From an optimization exercise on the open Yosys and OpenROAD flow, aimed at small area, a short achievable clock period and few clock cycles; shortcuts taken in it are not production practice.
In this exercise RTL edits were held to simulation tests only and were not proved equivalent to the original.

==> flow/design.v <==
module expr_unit(
  input clk,
  input rst,
  input start,
  input [31:0] i1,
  input [31:0] i2,
  input [31:0] i3,
  output op_ready,
  output done,
  output [31:0] result
);
localparam K  = 4;                  
localparam NC = (32 + K - 1) / K;   
localparam CW = NC < 2 ? 1 : NC < 4 ? 2 : NC < 8 ? 3 : NC < 16 ? 4 : 5;
localparam DW = 31 + K;             
reg s_idle, s_pre, s_div, done_r;
reg rdy_r;             
reg [CW-1:0] cnt;      
reg [CW-1:0] cnx;      
reg [31:0] qa;         
reg [DW-1:0] ds1;      
reg [31:0] b;          
reg [31:0] res;        
assign op_ready = rdy_r;
assign done = done_r;
assign result = res;
function [31:0] carries;
  input [31:0] g_in, p_in;
  input cin;
  reg [32:0] g, p;
  integer l, i, j;
  begin
    g = {g_in, cin};
    p = {p_in, 1'b0};
    for (l = 0; l < 6; l = l + 1)
      for (i = 32; i >= 0; i = i - 1)
        if ((i >> l) & 1) begin
          j = ((i >> l) << l) - 1;
          g[i] = g[i] | (p[i] & g[j]);
          p[i] = p[i] & p[j];
        end
    carries = g[32:1];
  end
endfunction
function [32:0] add_fast;
  input [31:0] x, y;
  input cin;
  reg [31:0] c;
  begin
    c = carries(x & y, x ^ y, cin);
    add_fast = {c[31], (x ^ y) ^ {c[30:0], cin}};
  end
endfunction
function [31:0] sub_small;
  input [31:0] x, y;
  reg c;
  integer i;
  begin
    c = 1'b1;
    for (i = 0; i < 32; i = i + 1) begin
      sub_small[i] = x[i] ^ ~y[i] ^ c;
      c = (x[i] & ~y[i]) | (x[i] & c) | (~y[i] & c);
    end
  end
endfunction
function [31:0] sub_bk;
  input [31:0] x, y;
  reg [32:0] g, p, pp;
  integer l, i;
  begin
    g = {x & ~y, 1'b1};
    pp = {x ^ ~y, 1'b0};
    p = pp;
    for (l = 0; l < 6; l = l + 1)
      for (i = 0; i < 33; i = i + 1)
        if ((i + 1) % (2 << l) == 0) begin
          g[i] = g[i] | (p[i] & g[i - (1 << l)]);
          p[i] = p[i] & p[i - (1 << l)];
        end
    for (l = 4; l >= 0; l = l - 1)
      for (i = 0; i < 33; i = i + 1)
        if ((i + 1) % (2 << l) == (1 << l) && i > (1 << l)) begin
          g[i] = g[i] | (p[i] & g[i - (1 << l)]);
          p[i] = p[i] & p[i - (1 << l)];
        end
    sub_bk = pp[32:1] ^ g[31:0];
  end
endfunction
function [5:0] width;   
  input [31:0] x;
  integer i;
  begin
    width = 6'd0;
    for (i = 0; i < 32; i = i + 1) if (x[i]) width = i + 1;
  end
endfunction
function [CW-1:0] ncyc;
  input [31:0] x, d;
  reg [6:0] n;
  begin
    n = {1'b0, width(x)} - {1'b0, width(d)} + 7'd1;
    if (n[6] || n == 7'd0) ncyc = {CW{1'b0}};
    else ncyc = (n + K - 1) / K;
  end
endfunction
function [DW-1:0] align;
  input [31:0] d;
  input [CW-1:0] c;
  reg [CW-1:0] m;
  reg [DW-1:0] v;
  integer i;
  begin
    m = c - 1'b1;
    v = {{(DW-32){1'b0}}, d} << (K - 1);
    for (i = 0; i < CW; i = i + 1) if (m[i]) v = v << (K << i);
    align = v;
  end
endfunction
function [32+32+DW+K-1:0] steps;   
  input [31:0] r;
  input [DW-1:0] ds;
  reg [K-1:0] qb;
  reg [32:0] df;
  reg [31:0] df0;
  reg ovf;
  integer s;
  begin
    for (s = 0; s < K; s = s + 1) begin
      ovf = |(ds >> 32);
      df = add_fast(r, ~ds[31:0], 1'b1);
      if (s == 0) df0 = df[31:0];
      qb[K-1-s] = ~ovf & df[32];
      if (qb[K-1-s]) r = df[31:0];
      ds = ds >> 1;
    end
    steps = {df0, r, ds, qb};
  end
endfunction
function [31:0] place;
  input [CW-1:0] cnt;
  input [K-1:0] qb;
  integer j;
  begin
    for (j = 0; j < 32; j = j + 1)
      place[j] = (cnt == j / K + 1) & qb[j % K];
  end
endfunction
wire [32+32+DW+K-1:0] st = steps(qa, ds1);
wire [31:0] x1 = st[32+32+DW+K-1:32+DW+K];    
wire [31:0] st_r = st[32+DW+K-1:DW+K];
wire [DW-1:0] st_ds = st[DW+K-1:K];
wire [K-1:0] st_q = st[K-1:0];
wire [31:0] d1n = sub_bk(b, qa & ~res);
wire z1 = (d1n == 32'd0);
wire z2 = (b == 32'd0);
wire [CW-1:0] c1 = z1 ? {CW{1'b0}} : ncyc(x1, d1n);
wire [CW-1:0] c2 = z2 ? {CW{1'b0}} : ncyc(res, b);
wire first1 = c1 != 0;                  
wire go_div = first1 | (c2 != 0);
wire lastc = cnt == 1;                  
wire swap = s_div & lastc & (cnx != 0);
wire last = s_div & lastc & (cnx == 0);
wire al_d1 = s_pre & first1;
wire [DW-1:0] al = align(al_d1 ? d1n : b, al_d1 ? c1 : (s_pre ? c2 : cnx));
wire [31:0] nbc = {~(b[31:1] & res[31:1]), ~(b[0] & res[0]) & ~(z1 & z2)};
wire [32:0] acc = add_fast(s_pre ? qa : res, s_pre ? nbc : place(cnt, st_q),
                           s_pre & ~z1 & ~z2);
always @(posedge clk or posedge rst) begin
  if (rst) begin
    s_idle <= 1'b1;
    rdy_r <= 1'b1;
    s_pre <= 1'b0;
    s_div <= 1'b0;
    done_r <= 1'b0;
  end else begin
    s_idle <= (s_idle & ~start) | (s_pre & ~go_div) | last;
    rdy_r <= (rdy_r & ~start) | (s_pre & ~go_div) | last;
    s_pre <= s_idle & start;
    s_div <= (s_pre & go_div) | (s_div & ~last);
    done_r <= (s_pre & ~go_div) | last;
  end
end
always @(posedge clk) begin
  b <= i2;
  if (s_idle) qa <= i1;
  else if (al_d1) qa <= x1;
  else if (s_pre | swap) qa <= i3;
  else qa <= st_r;
  if (s_idle) ds1 <= {{(DW-32){1'b0}}, i2};
  else if (s_pre | swap) ds1 <= al;
  else ds1 <= st_ds;
  if (s_pre) begin
    cnt <= first1 ? c1 : c2;
    cnx <= first1 ? c2 : {CW{1'b0}};
  end else if (swap) begin
    cnt <= cnx;
    cnx <= {CW{1'b0}};
  end else begin
    cnt <= cnt - 1'b1;
  end
  if (s_idle) res <= i3;
  else res <= acc[31:0];
end
endmodule
Settings: LEC_CHECK=0, ABC_AREA=1, CAP_MARGIN=20, CORE_MARGIN=2, CORE_UTILIZATION=40, SLEW_MARGIN=20; clock period 90.0 ns.
standard.sh (not shown) runs the stock make flow with config.mk's settings and CLKGATE_MAP_FILE= SYNTH_SCRIPT=/design/flow/synth_recipe.tcl, a recipe that flattens the netlist after the stock synthesis.
==> flow/flow/run.sh <==
#!/bin/bash
# The standard layout, except that the port buffers the standard flow's flow inserts are
# sky130_fd_sc_hd__buf_1 instead of the delay buffer buffer_ports picks by
# default. Every port still gets its buffer.
set -euo pipefail
bash standard.sh "BUFFER_PORTS_ARGS=-buffer_cell sky130_fd_sc_hd__buf_1" finish > standard.log 2>&1
The first run completed with no timing, DRC or antenna violations.
Testbench counts at the start, summed over its fixed seeds: cycles 2,756.
Change:
--- a/flow/design.v
+++ b/flow/design.v
@@ -19,7 +19,7 @@
 reg [CW-1:0] cnx;      
 reg [31:0] qa;         
 reg [DW-1:0] ds1;      
-reg [31:0] b;          
+wire [31:0] b = ds1[31:0];    
 reg [31:0] res;        
 assign op_ready = rdy_r;
 assign done = done_r;
@@ -161,7 +161,7 @@
 wire swap = s_div & lastc & (cnx != 0);
 wire last = s_div & lastc & (cnx == 0);
 wire al_d1 = s_pre & first1;
-wire [DW-1:0] al = align(al_d1 ? d1n : b, al_d1 ? c1 : (s_pre ? c2 : cnx));
+wire [DW-1:0] al = align(al_d1 ? d1n : i2, al_d1 ? c1 : (s_pre ? c2 : cnx));
 wire [31:0] nbc = {~(b[31:1] & res[31:1]), ~(b[0] & res[0]) & ~(z1 & z2)};
 wire [32:0] acc = add_fast(s_pre ? qa : res, s_pre ? nbc : place(cnt, st_q),
                            s_pre & ~z1 & ~z2);
@@ -181,7 +181,6 @@
   end
 end
 always @(posedge clk) begin
-  b <= i2;
   if (s_idle) qa <= i1;
   else if (al_d1) qa <= x1;
   else if (s_pre | swap) qa <= i3;
- The changed run ran to the end with no violations
- synthesized area falls by 2.6%
- non-clock buffer count climbs by 6
- worst setup slack loses 0.50 ns
- fmax drops by 2.5%
- cell count fell by 1.8%
- critical path depth climbs by 95
- count of clock-buffer cells in the layout falls by 9
- wire length came out lower by 6.7%
- sequential share of layout area went down by 2.7 points
- clock skew is lower by 0.0031 ns
- flip-flop and latch count goes down by 32
- die area came out lower by 2.5%
Testbench counts after the change, summed over its fixed seeds: cycles 2,756.

========
## P
Starts from the design.v that is shown in full above.
clock: 90.0 ns
lec_check: 0
abc_area: 1
cap_margin: 20
core_margin: 2
core_utilization: 40
slew_margin: 20
==> flow/flow/run.sh <==
#!/bin/bash
# The standard layout with two changes to how it is made:
# - the port buffers are sky130_fd_sc_hd__buf_1 instead of the delay buffer
#   buffer_ports picks by default (every port still gets its buffer);
# - timing repair aims for 70.7 ns of setup slack at the design's 90 ns
#   clock, so it also speeds up paths that already meet 90 ns.
set -euo pipefail
bash standard.sh "BUFFER_PORTS_ARGS=-buffer_cell sky130_fd_sc_hd__buf_1" \
  SETUP_SLACK_MARGIN=70.7 finish > standard.log 2>&1
Testbench counts of P, summed over its fixed seeds: cycles 2,756.
Input changes introduced in Q (baseline for comparison: P):
--- a/flow/design.v
+++ b/flow/design.v
@@ -20,5 +20,5 @@
 reg [31:0] qa;         
 reg [DW-1:0] ds1;      
-reg [31:0] b;          
+wire [31:0] b = ds1[31:0];    
 reg [31:0] res;        
 assign op_ready = rdy_r;
@@ -64,11 +64,12 @@
   end
 endfunction
-function [31:0] sub_bk;
+function [31:0] add_bk;
   input [31:0] x, y;
+  input cin;
   reg [32:0] g, p, pp;
   integer l, i;
   begin
-    g = {x & ~y, 1'b1};
-    pp = {x ^ ~y, 1'b0};
+    g = {x & y, cin};
+    pp = {x ^ y, 1'b0};
     p = pp;
     for (l = 0; l < 6; l = l + 1)
@@ -84,5 +85,5 @@
           p[i] = p[i] & p[i - (1 << l)];
         end
-    sub_bk = pp[32:1] ^ g[31:0];
+    add_bk = pp[32:1] ^ g[31:0];
   end
 endfunction
@@ -151,5 +152,5 @@
 wire [DW-1:0] st_ds = st[DW+K-1:K];
 wire [K-1:0] st_q = st[K-1:0];
-wire [31:0] d1n = sub_bk(b, qa & ~res);
+wire [31:0] d1n = add_bk(b, ~(qa & ~res), 1'b1);
 wire z1 = (d1n == 32'd0);
 wire z2 = (b == 32'd0);
@@ -162,8 +163,8 @@
 wire last = s_div & lastc & (cnx == 0);
 wire al_d1 = s_pre & first1;
-wire [DW-1:0] al = align(al_d1 ? d1n : b, al_d1 ? c1 : (s_pre ? c2 : cnx));
+wire [DW-1:0] al = align(al_d1 ? d1n : i2, al_d1 ? c1 : (s_pre ? c2 : cnx));
 wire [31:0] nbc = {~(b[31:1] & res[31:1]), ~(b[0] & res[0]) & ~(z1 & z2)};
-wire [32:0] acc = add_fast(s_pre ? qa : res, s_pre ? nbc : place(cnt, st_q),
-                           s_pre & ~z1 & ~z2);
+wire [31:0] acc = add_bk(s_pre ? qa : res, s_pre ? nbc : place(cnt, st_q),
+                         s_pre & ~z1 & ~z2);
 always @(posedge clk or posedge rst) begin
   if (rst) begin
@@ -182,5 +183,4 @@
 end
 always @(posedge clk) begin
-  b <= i2;
   if (s_idle) qa <= i1;
   else if (al_d1) qa <= x1;
## What came out
- Compared with P, Q supports a higher clock frequency.
- Q: combined area of all synthesized cells lower than P
- Compared with P, Q shows aggregate routed wire length that has gone down by a few percent.
- Density: Q sparser than P
- Relative to P, max-slew headroom at the worst pin increased by 6.6 points in Q.
- Xor/xnor cell area share of the yosys netlist: higher on Q
Testbench counts of Q, summed over its fixed seeds: cycles 2,756.

==> afterwards: timing with drivers on the ports <==
How much do the figures lean on ideal ports? The routed layouts below were timed once more, with nothing changed but the port constraints. Step 1, drivers: a clkbuf_16 drives clk and a buf_2 each remaining input, both assumed. Step 2, shift: input delay + t, output delay - t, t = (earliest + latest rising clock arrival at the registers) / 2. This alone moves slack from input paths to output paths. a / b / c = ideal / step 1 / step 2; a / b = the first two.
run | t (ns) | setup slack, ns | hold slack, ns | worst setup path after step 2 | latest minus earliest clock arrival (ns)
the first run of note 1 | 0.558 | 70.752 / 70.698 / 71.047 | 0.487 / 0.487 / 0.487 | input to register | 0.015 / 0.015
the second run of note 1 | 0.458 | 70.249 / 70.249 / 70.249 | 0.493 / 0.493 / 0.493 | register to register | 0.012 / 0.012
P | 0.560 | 70.816 / 70.763 / 71.068 | 0.488 / 0.488 / 0.488 | input to register | 0.014 / 0.014
Q | 0.443 | 70.878 / 70.824 / 70.670 | 0.481 / 0.481 / 0.481 | input to register | 0.015 / 0.015
After both steps every run listed still meets setup and hold. The setup slack of Q, which loses most, moves by -0.054 ns with the drivers and by -0.208 ns with both steps.
